From an optimization exercise on the open Yosys and OpenROAD flow, aimed at small area; shortcuts taken in it are not production practice. RTL that was checked went through simulation tests only; none was proved equivalent to the original. Power is estimated from default activity; no workload was simulated.

## rev 12
==> flow/design.v <==
module risc_v
(
 input   wire                        CLK,
 input   wire                        RST,
 output  wire     [31:0]             PC,
 input   wire     [31:0]             Instr,
 output  wire                        MemWrite,
 output  wire     [31:0]             DataAdr,
 output  wire     [31:0]             WriteData,
 input   wire     [31:0]             ReadData
);
 reg  [4:0] cnt;
 reg        ph;      
 reg        run;     
 always @(posedge CLK or negedge RST)
   if (!RST) begin
     cnt <= 5'd0;
     ph  <= 1'b0;
     run <= 1'b0;
   end else begin
     cnt <= cnt + 5'd1;
     if (cnt == 5'd31) begin
       if (run) ph <= ~ph;
       run <= 1'b1;
     end
   end
 wire c0  = (cnt == 5'd0);
 wire c2  = (cnt == 5'd2);
 wire c31 = (cnt == 5'd31);
 wire p1  = run & ~ph;
 wire p2  = run & ph;
 wire [6:0] op   = Instr[6:0];
 wire [2:0] f3   = Instr[14:12];
 wire isLd  = (op == 7'b0000011);
 wire isSt  = (op == 7'b0100011);
 wire isR   = (op == 7'b0110011);
 wire isI   = (op == 7'b0010011);
 wire isBr  = (op == 7'b1100011);
 wire isJal = (op == 7'b1101111);
 wire isAlu = isR | isI;
 wire fSlt  = (f3 == 3'b010);
 wire fOr   = (f3 == 3'b110);
 wire fAdd  = (f3 == 3'b000);
 wire sltu  = isAlu & fSlt;
 wire subop = isR & fAdd & Instr[30];
 wire doOr  = isAlu & fOr;
 wire doAnd = isAlu & ~(fAdd | fSlt | fOr);
 reg  [2:0] k;
 reg  [4:0] rdl;     
 wire wr   = k[2] | (k[1] & k[0]);
 wire jmp  = ~k[2] & k[1];
 wire st   = ~k[2] & ~k[1] & k[0];
 wire ld   = k[2] & ~k[1] & k[0];
 wire        swap = p1 ? isSt : (ph & st);
 wire [4:0]  adr2 = ph ? rdl : Instr[24:20];
 wire        wen  = swap | (p2 & wr);
 wire [31:0] rout;
 wire        wbit;
 reg  [31:0] wd;                        
 wire        wbus = run & (swap ? wd[0] : wbit);
 wire [3:0] wl;
 wire [7:0] wh;
 genvar g;
 generate
   for (g = 0; g < 4; g = g + 1) begin : dl
     assign wl[g] = ~run | (wen & (adr2[1:0] == g));
   end
   for (g = 0; g < 8; g = g + 1) begin : dh
     assign wh[g] = ~run | (adr2[4:2] == g);
   end
   for (g = 0; g < 31; g = g + 1) begin : rf
     reg  [31:0] x;
     wire we = wl[g % 4] & wh[g / 4];
     always @(posedge CLK)
       x <= {(we ? wbus : x[0]), x[31:1]};
     assign rout[g] = x[0];
   end
 endgenerate
 assign rout[31] = wd[0];
 wire a = rout[Instr[19:15]];
 wire b = rout[adr2];
 reg im;
 wire sb = isSt | isBr;
 always @(*) begin
   case (cnt)
     5'd0:  im = isSt ? Instr[7] : ((isBr | isJal) ? 1'b0 : Instr[20]);
     5'd1:  im = sb ? Instr[8]  : Instr[21];
     5'd2:  im = sb ? Instr[9]  : Instr[22];
     5'd3:  im = sb ? Instr[10] : Instr[23];
     5'd4:  im = sb ? Instr[11] : Instr[24];
     5'd5:  im = Instr[25];
     5'd6:  im = Instr[26];
     5'd7:  im = Instr[27];
     5'd8:  im = Instr[28];
     5'd9:  im = Instr[29];
     5'd10: im = Instr[30];
     5'd11: im = isBr ? Instr[7] : (isJal ? Instr[20] : Instr[31]);
     5'd12: im = isJal ? Instr[12] : Instr[31];
     5'd13: im = isJal ? Instr[13] : Instr[31];
     5'd14: im = isJal ? Instr[14] : Instr[31];
     5'd15: im = isJal ? Instr[15] : Instr[31];
     5'd16: im = isJal ? Instr[16] : Instr[31];
     5'd17: im = isJal ? Instr[17] : Instr[31];
     5'd18: im = isJal ? Instr[18] : Instr[31];
     5'd19: im = isJal ? Instr[19] : Instr[31];
     default: im = Instr[31];
   endcase
 end
 reg  [31:0] pc_r;
 reg  [31:0] da;
 reg         c;      
 reg         e;      
 wire opA  = a & ~(isBr | isJal);
 wire opB  = isR ? b : im;
 wire inv  = subop | sltu;
 wire opBx = opB ^ inv;
 wire cin  = c0 ? (inv & ~ph) : c;
 wire sum  = opA ^ opBx ^ cin;
 wire cout = (opA & opBx) | (opA & cin) | (opBx & cin);
 wire res  = doOr ? (opA | opB) : (doAnd ? (opA & opB) : sum);
 wire eqin   = (c0 | e) & ~(a ^ b);
 wire pa     = pc_r[0];
 wire addend = jmp ? da[0] : c2;
 wire psum   = pa ^ addend ^ cin;
 wire pcout  = (pa & addend) | (pa & cin) | (addend & cin);
 wire inc    = c2 | (e & ~c0);
 wire link   = pa ^ inc;
 wire ldcap  = ph & c0 & ld;
 always @(posedge CLK) begin
   c  <= ph ? pcout : cout;
   e  <= ph ? (pa & inc) : eqin;
   da <= {res, (ldcap ? ReadData[31:1] : da[31:1])};
   if (~p1)
     pc_r <= {(run & psum), pc_r[31:1]};
   if (p1 & c31) begin
     rdl <= isSt ? Instr[24:20] : Instr[11:7];
     if (isLd)       k <= 3'b101;
     else if (isSt)  k <= 3'b001;
     else if (isJal) k <= 3'b011;
     else if (isBr)  k <= eqin ? 3'b010 : 3'b000;
     else if (isAlu) k <= sltu ? (cout ? 3'b110 : 3'b111) : 3'b100;
     else            k <= 3'b000;
   end
 end
 assign wbit = ~k[2] ? link :
               k[1]  ? (k[0] & c0) :
               ((k[0] & c0) ? ReadData[0] : da[0]);
 wire we31 = p2 & wr & (rdl == 5'd31);
 always @(posedge CLK)
   wd <= {(~run ? 1'b0 : swap ? b : we31 ? wbit : wd[0]), wd[31:1]};
 assign PC        = pc_r;
 assign DataAdr   = da;
 assign WriteData = wd;
 assign MemWrite  = p2 & c0 & st;
endmodule
export LEC_CHECK = 0
export CAP_MARGIN = 20
export CORE_MARGIN = 2
export CORE_UTILIZATION = 60
export PLACE_DENSITY = 0.85
export SLEW_MARGIN = 20
create_clock -name core_clock -period 20.0 [get_ports {CLK}]
standard.sh (not shown) runs the stock make flow with config.mk's settings and CLKGATE_MAP_FILE= SYNTH_SCRIPT=/design/flow/synth_recipe.tcl, a recipe that flattens the netlist after the stock synthesis.
==> flow/flow/run.sh <==
#!/bin/bash
# Own flow: the standard layout (standard.sh, synth_recipe.tcl) with
#  - an area-oriented ABC script for the combinational logic (the registers,
#    their names and cells are those of the standard synthesis),
#  - the smallest buffer on the ports,
#  - a clock tree of the buffers below, without dummy loads.
# make's full output goes to standard.log; ORFS keeps each step's log
# under orfs/logs.
set -euo pipefail
here=$(pwd)
rm -rf "$here/scripts"
cp -r "$FLOW_HOME/scripts" "$here/scripts"
cp "$here/flow/abc_area.script" "$here/scripts/abc_speed.script"
export SCRIPTS_DIR="$here/scripts"
export BUFFER_PORTS_ARGS="-buffer_cell sky130_fd_sc_hd__buf_1"
export CTS_ARGS="-sink_clustering_enable -repair_clock_nets -dont_use_dummy_load -buf_list sky130_fd_sc_hd__buf_4 -sink_clustering_size 13 -sink_clustering_max_diameter 40"
bash standard.sh > standard.log 2>&1
==> flow/flow/abc_area.script <==
strash
&get -n
&st
&synch2
&if -K 6
&mfs
&st
&dch -f
&put
amap
topo
Input-level comparison between rev 13 and rev 12:
-- flow/design.v --
<<< rev 12, line 80
 wire a = rout[Instr[19:15]];
 wire b = rout[adr2];
 reg im;
 wire sb = isSt | isBr;
 always @(*) begin
   case (cnt)
     5'd0:  im = isSt ? Instr[7] : ((isBr | isJal) ? 1'b0 : Instr[20]);
     5'd1:  im = sb ? Instr[8]  : Instr[21];
     5'd2:  im = sb ? Instr[9]  : Instr[22];
     5'd3:  im = sb ? Instr[10] : Instr[23];
     5'd4:  im = sb ? Instr[11] : Instr[24];
     5'd5:  im = Instr[25];
     5'd6:  im = Instr[26];
     5'd7:  im = Instr[27];
     5'd8:  im = Instr[28];
     5'd9:  im = Instr[29];
     5'd10: im = Instr[30];
     5'd11: im = isBr ? Instr[7] : (isJal ? Instr[20] : Instr[31]);
     5'd12: im = isJal ? Instr[12] : Instr[31];
     5'd13: im = isJal ? Instr[13] : Instr[31];
     5'd14: im = isJal ? Instr[14] : Instr[31];
     5'd15: im = isJal ? Instr[15] : Instr[31];
     5'd16: im = isJal ? Instr[16] : Instr[31];
     5'd17: im = isJal ? Instr[17] : Instr[31];
     5'd18: im = isJal ? Instr[18] : Instr[31];
     5'd19: im = isJal ? Instr[19] : Instr[31];
     default: im = Instr[31];
   endcase
 end
 reg  [31:0] pc_r;
>>> rev 13, line 80
 wire a = rout[Instr[19:15]];
 wire b = rout[adr2];
 wire [15:0] i20 = {5'b0, Instr[30:20]};
 wire [7:0]  i7  = {3'b0, Instr[11:7]};
 wire [7:0]  i12 = Instr[19:12];
 wire m20 = i20[cnt[3:0]];                  
 wire m7  = i7[cnt[2:0]];                   
 wire m12 = i12[{cnt[4], cnt[1:0]}];        
 wire sb = isSt | isBr;
 wire lo5  = (cnt[4:3] == 2'b00) & (cnt[2:0] <= 3'd4);    
 wire lo11 = (cnt[4] == 1'b0) & (cnt[3:0] <= 4'd10);      
 wire k11  = (cnt == 5'd11);
 wire kj   = (cnt >= 5'd12) & (cnt <= 5'd19);
 reg im;
 always @(*) begin
   if (c0 & (isBr | isJal))       im = 1'b0;
   else if (lo5 & sb)             im = m7;
   else if (lo11)                 im = m20;
   else if (k11 & isBr)           im = Instr[7];
   else if (k11 & isJal)          im = Instr[20];
   else if (kj & isJal)           im = m12;
   else                           im = Instr[31];
 end
 reg  [31:0] pc_r;
==> notes.md <==
On clock share of power, rev 12 and rev 13 are basically level. Status: clock slew seen by the registers of the worst setup and hold paths parity (rev 12, rev 13). Comparing rev 13 with rev 12, the area after synthesis came out essentially unchanged. Rev 12 → rev 13: worst setup slack went down; routability congestion estimate from global placement went down; timing-limited maximum frequency went down.

* * *

== main ==
// risc_v: RTL as listed in full above, without the edits since
Settings: LEC_CHECK=0, CAP_MARGIN=20, CORE_MARGIN=2, CORE_UTILIZATION=30, SLEW_MARGIN=20; clock period 20.0 ns.
==> flow/flow/run.sh <==
#!/bin/bash
# Own flow: the standard layout with smaller port buffers and a
# clock tree without dummy loads.
set -euo pipefail
export BUFFER_PORTS_ARGS="-buffer_cell sky130_fd_sc_hd__buf_1"
export CTS_ARGS="-sink_clustering_enable -repair_clock_nets -dont_use_dummy_load -buf_list sky130_fd_sc_hd__clkbuf_8 -sink_clustering_size 20 -sink_clustering_max_diameter 60"
bash standard.sh > standard.log 2>&1
The inputs of the feature branch differ from those of main as listed below.
--- a/flow/design.v
+++ b/flow/design.v
@@ -55,59 +55,39 @@
  wire [4:0]  adr2 = ph ? rdl : Instr[24:20];
  wire        wen  = swap | (p2 & wr);
  wire [31:0] rout;
  wire        wbit;
  reg  [31:0] wd;                        
  wire        wbus = run & (swap ? wd[0] : wbit);
- wire [3:0] wl;
- wire [7:0] wh;
  genvar g;
  generate
-   for (g = 0; g < 4; g = g + 1) begin : dl
-     assign wl[g] = ~run | (wen & (adr2[1:0] == g));
-   end
-   for (g = 0; g < 8; g = g + 1) begin : dh
-     assign wh[g] = ~run | (adr2[4:2] == g);
-   end
    for (g = 0; g < 31; g = g + 1) begin : rf
      reg  [31:0] x;
-     wire we = wl[g % 4] & wh[g / 4];
+     wire we = ~run | (wen & (adr2 == g));
      always @(posedge CLK)
        x <= {(we ? wbus : x[0]), x[31:1]};
      assign rout[g] = x[0];
    end
  endgenerate
  assign rout[31] = wd[0];
  wire a = rout[Instr[19:15]];
  wire b = rout[adr2];
  reg im;
- wire sb = isSt | isBr;
  always @(*) begin
-   case (cnt)
-     5'd0:  im = isSt ? Instr[7] : ((isBr | isJal) ? 1'b0 : Instr[20]);
-     5'd1:  im = sb ? Instr[8]  : Instr[21];
-     5'd2:  im = sb ? Instr[9]  : Instr[22];
-     5'd3:  im = sb ? Instr[10] : Instr[23];
-     5'd4:  im = sb ? Instr[11] : Instr[24];
-     5'd5:  im = Instr[25];
-     5'd6:  im = Instr[26];
-     5'd7:  im = Instr[27];
-     5'd8:  im = Instr[28];
-     5'd9:  im = Instr[29];
-     5'd10: im = Instr[30];
-     5'd11: im = isBr ? Instr[7] : (isJal ? Instr[20] : Instr[31]);
-     5'd12: im = isJal ? Instr[12] : Instr[31];
-     5'd13: im = isJal ? Instr[13] : Instr[31];
-     5'd14: im = isJal ? Instr[14] : Instr[31];
-     5'd15: im = isJal ? Instr[15] : Instr[31];
-     5'd16: im = isJal ? Instr[16] : Instr[31];
-     5'd17: im = isJal ? Instr[17] : Instr[31];
-     5'd18: im = isJal ? Instr[18] : Instr[31];
-     5'd19: im = isJal ? Instr[19] : Instr[31];
-     default: im = Instr[31];
-   endcase
+   if (cnt == 5'd0)
+     im = (isBr | isJal) ? 1'b0 : (isSt ? Instr[7] : Instr[20]);
+   else if (cnt <= 5'd4)
+     im = (isSt | isBr) ? Instr[cnt + 5'd7] : Instr[cnt + 5'd20];
+   else if (cnt <= 5'd10)
+     im = Instr[cnt + 5'd20];
+   else if (cnt == 5'd11)
+     im = isBr ? Instr[7] : (isJal ? Instr[20] : Instr[31]);
+   else if (cnt <= 5'd19)
+     im = isJal ? Instr[cnt] : Instr[31];
+   else
+     im = Instr[31];
  end
  reg  [31:0] pc_r;
  reg  [31:0] da;
  reg         c;      
  reg         e;      
  wire opA  = a & ~(isBr | isJal);
==> comparison <==
- The feature branch finished every stage and its layout cleared the timing, design-rule and antenna checks.
- Global-route usage of main is on par with the feature branch.
- Lower hold slack among main and the feature branch: main
- The feature branch: average vias per placed instance is 2.1% higher than what main reported.
- Synthesized netlist net count went up slightly going from main to the feature branch.
- Final RePlAce weighted congestion of the feature branch exceeds that of main by a few percent.
- Fraction of layout cells with a size suffix above 1 for the feature branch: 0.54 points down relative to main
- The feature branch against main: cell count after placement has increased, die area has increased, number of inverters outside the clock class in the layout has increased, clock share of power has increased, final critical-path share of the clock period has increased.
- In the flow results for main and the feature branch, the utilization is larger on main.

* * *

== TR ==
RTL: the design.v shown in full above, as it stands there.
clock: 20.0 ns
lec_check: 0
cap_margin: 20
core_margin: 2
core_utilization: 60
place_density: 0.85
slew_margin: 20
==> flow/flow/run.sh <==
#!/bin/bash
# Own flow: the standard layout (standard.sh, synth_recipe.tcl) with
#  - an area-oriented ABC script for the combinational logic (the registers,
#    their names and cells are those of the standard synthesis),
#  - the smallest buffer on the ports,
#  - a clock tree of the buffers below, without dummy loads.
# make's full output goes to standard.log; ORFS keeps each step's log
# under orfs/logs.
set -euo pipefail
here=$(pwd)
rm -rf "$here/scripts"
cp -r "$FLOW_HOME/scripts" "$here/scripts"
cp "$here/flow/abc_area.script" "$here/scripts/abc_speed.script"
export SCRIPTS_DIR="$here/scripts"
export BUFFER_PORTS_ARGS="-buffer_cell sky130_fd_sc_hd__buf_1"
export CTS_ARGS="-sink_clustering_enable -repair_clock_nets -dont_use_dummy_load -buf_list sky130_fd_sc_hd__clkbuf_4 -sink_clustering_size 12 -sink_clustering_max_diameter 35"
bash standard.sh > standard.log 2>&1
Scripts as last shown in full above: flow/flow/abc_area.script
Here is what was changed in the inputs of AL compared with TR.
-- flow/design.v --
<<< TR, line 19
     run <= 1'b0;
   end else begin
     cnt <= cnt + 5'd1;
     if (cnt == 5'd31) begin
       if (run) ph <= ~ph;
       run <= 1'b1;
>>> AL, line 19
     run <= 1'b0;
   end else begin
     cnt <= {cnt[3:0], cnt[4] ^ cnt[2] ^ (cnt[3:0] == 4'd0)};
     if (cnt == 5'd16) begin
       if (run) ph <= ~ph;
       run <= 1'b1;
<<< TR, line 27
 wire c0  = (cnt == 5'd0);
 wire c2  = (cnt == 5'd2);
 wire c31 = (cnt == 5'd31);
 wire p1  = run & ~ph;
 wire p2  = run & ph;
>>> AL, line 27
 wire c0  = (cnt == 5'd0);
 wire c2  = (cnt == 5'd2);
 wire c31 = (cnt == 5'd16);    
 wire p1  = run & ~ph;
 wire p2  = run & ph;
<<< TR, line 84
 always @(*) begin
   case (cnt)
     5'd0:  im = isSt ? Instr[7] : ((isBr | isJal) ? 1'b0 : Instr[20]);
     5'd1:  im = sb ? Instr[8]  : Instr[21];
     5'd2:  im = sb ? Instr[9]  : Instr[22];
     5'd3:  im = sb ? Instr[10] : Instr[23];
     5'd4:  im = sb ? Instr[11] : Instr[24];
     5'd5:  im = Instr[25];
     5'd6:  im = Instr[26];
     5'd7:  im = Instr[27];
     5'd8:  im = Instr[28];
     5'd9:  im = Instr[29];
     5'd10: im = Instr[30];
     5'd11: im = isBr ? Instr[7] : (isJal ? Instr[20] : Instr[31]);
     5'd12: im = isJal ? Instr[12] : Instr[31];
     5'd13: im = isJal ? Instr[13] : Instr[31];
     5'd14: im = isJal ? Instr[14] : Instr[31];
     5'd15: im = isJal ? Instr[15] : Instr[31];
     5'd16: im = isJal ? Instr[16] : Instr[31];
     5'd17: im = isJal ? Instr[17] : Instr[31];
     5'd18: im = isJal ? Instr[18] : Instr[31];
     5'd19: im = isJal ? Instr[19] : Instr[31];
     default: im = Instr[31];
   endcase
>>> AL, line 84
 always @(*) begin
   case (cnt)
     5'd0 : im = isSt ? Instr[7] : ((isBr | isJal) ? 1'b0 : Instr[20]);    
     5'd1 : im = sb ? Instr[8] : Instr[21];    
     5'd2 : im = sb ? Instr[9] : Instr[22];    
     5'd4 : im = sb ? Instr[10] : Instr[23];    
     5'd9 : im = sb ? Instr[11] : Instr[24];    
     5'd18: im = Instr[25];    
     5'd5 : im = Instr[26];    
     5'd11: im = Instr[27];    
     5'd22: im = Instr[28];    
     5'd12: im = Instr[29];    
     5'd25: im = Instr[30];    
     5'd19: im = isBr ? Instr[7] : (isJal ? Instr[20] : Instr[31]);    
     5'd7 : im = isJal ? Instr[12] : Instr[31];    
     5'd15: im = isJal ? Instr[13] : Instr[31];    
     5'd31: im = isJal ? Instr[14] : Instr[31];    
     5'd30: im = isJal ? Instr[15] : Instr[31];    
     5'd28: im = isJal ? Instr[16] : Instr[31];    
     5'd24: im = isJal ? Instr[17] : Instr[31];    
     5'd17: im = isJal ? Instr[18] : Instr[31];    
     5'd3 : im = isJal ? Instr[19] : Instr[31];    
     default: im = Instr[31];
   endcase
### Flow results
Number of antenna cells inserted is lower on TR
The worst-skew pair later-pin latency of AL and that of TR are within noise of each other.
Area of the core delta (TR -> AL): insignificant
Against TR, final cell count in AL rose slightly.
Wire length the detailed router placed on met1 shrinks by a few percent when moving from TR to AL.
Compared with TR, in AL share of layout cells above drive strength 1 stayed essentially flat; die span in x stayed essentially flat; number of fill cells rose by about 1.4%; initial core utilization stayed essentially flat.
TR -> AL: multi-input gate share of the layout cell area flat
~same final design utilization in AL and TR
Between AL and TR, the final instance area figures differ only marginally.
Going from TR to AL, wire length lower; worst setup slack lower.
Function not checked in AL: the RTL went through the layout flow alone.

[port drivers added, routing unchanged]
The results above use ideal ports. As a check the final layouts listed here were re-extracted and re-timed, cells and wires unchanged.
Step 1 sets driving cells, clkbuf_16 on the clock port and buf_2 on the other inputs (assumed; they add their load-dependent delay and slew).
Step 2 adds t to the input delays and takes it off the output delays; t is the mean of the earliest and latest rising clock arrival at the registers after step 1. Input paths then give back, and output paths get back, about the clock's delay inside the block.
a / b / c = ideal ports / drivers / drivers and shift; a / b = the first two.
run | shift t [ns] | slack for setup (ns) | hold WS [ns] | worst setup path after step 2 | worst slew at a driven data input, ns
rev 12 | 0.696 | 12.817 / 12.833 / 12.138 | 0.210 / 0.210 / 0.210 | input to register | 0.10
rev 13 | 0.727 | 12.719 / 12.676 / 12.482 | 0.275 / 0.275 / 0.275 | input to register | 0.07
main | 0.677 | 13.004 / 12.951 / 12.750 | 0.227 / 0.227 / 0.227 | input to register | 0.10
the feature branch | 0.661 | 12.969 / 12.914 / 12.475 | 0.236 / 0.236 / 0.236 | input to register | 0.07
TR | 0.816 | 12.932 / 12.949 / 12.133 | 0.230 / 0.230 / 0.230 | input to register | 0.10
AL | 0.822 | 12.604 / 12.598 / 11.776 | 0.258 / 0.258 / 0.258 | input to register | 0.08
After both steps every run listed still meets setup and hold. The setup slack of AL, which loses most, moves by -0.006 ns with the drivers and by -0.828 ns with both steps.
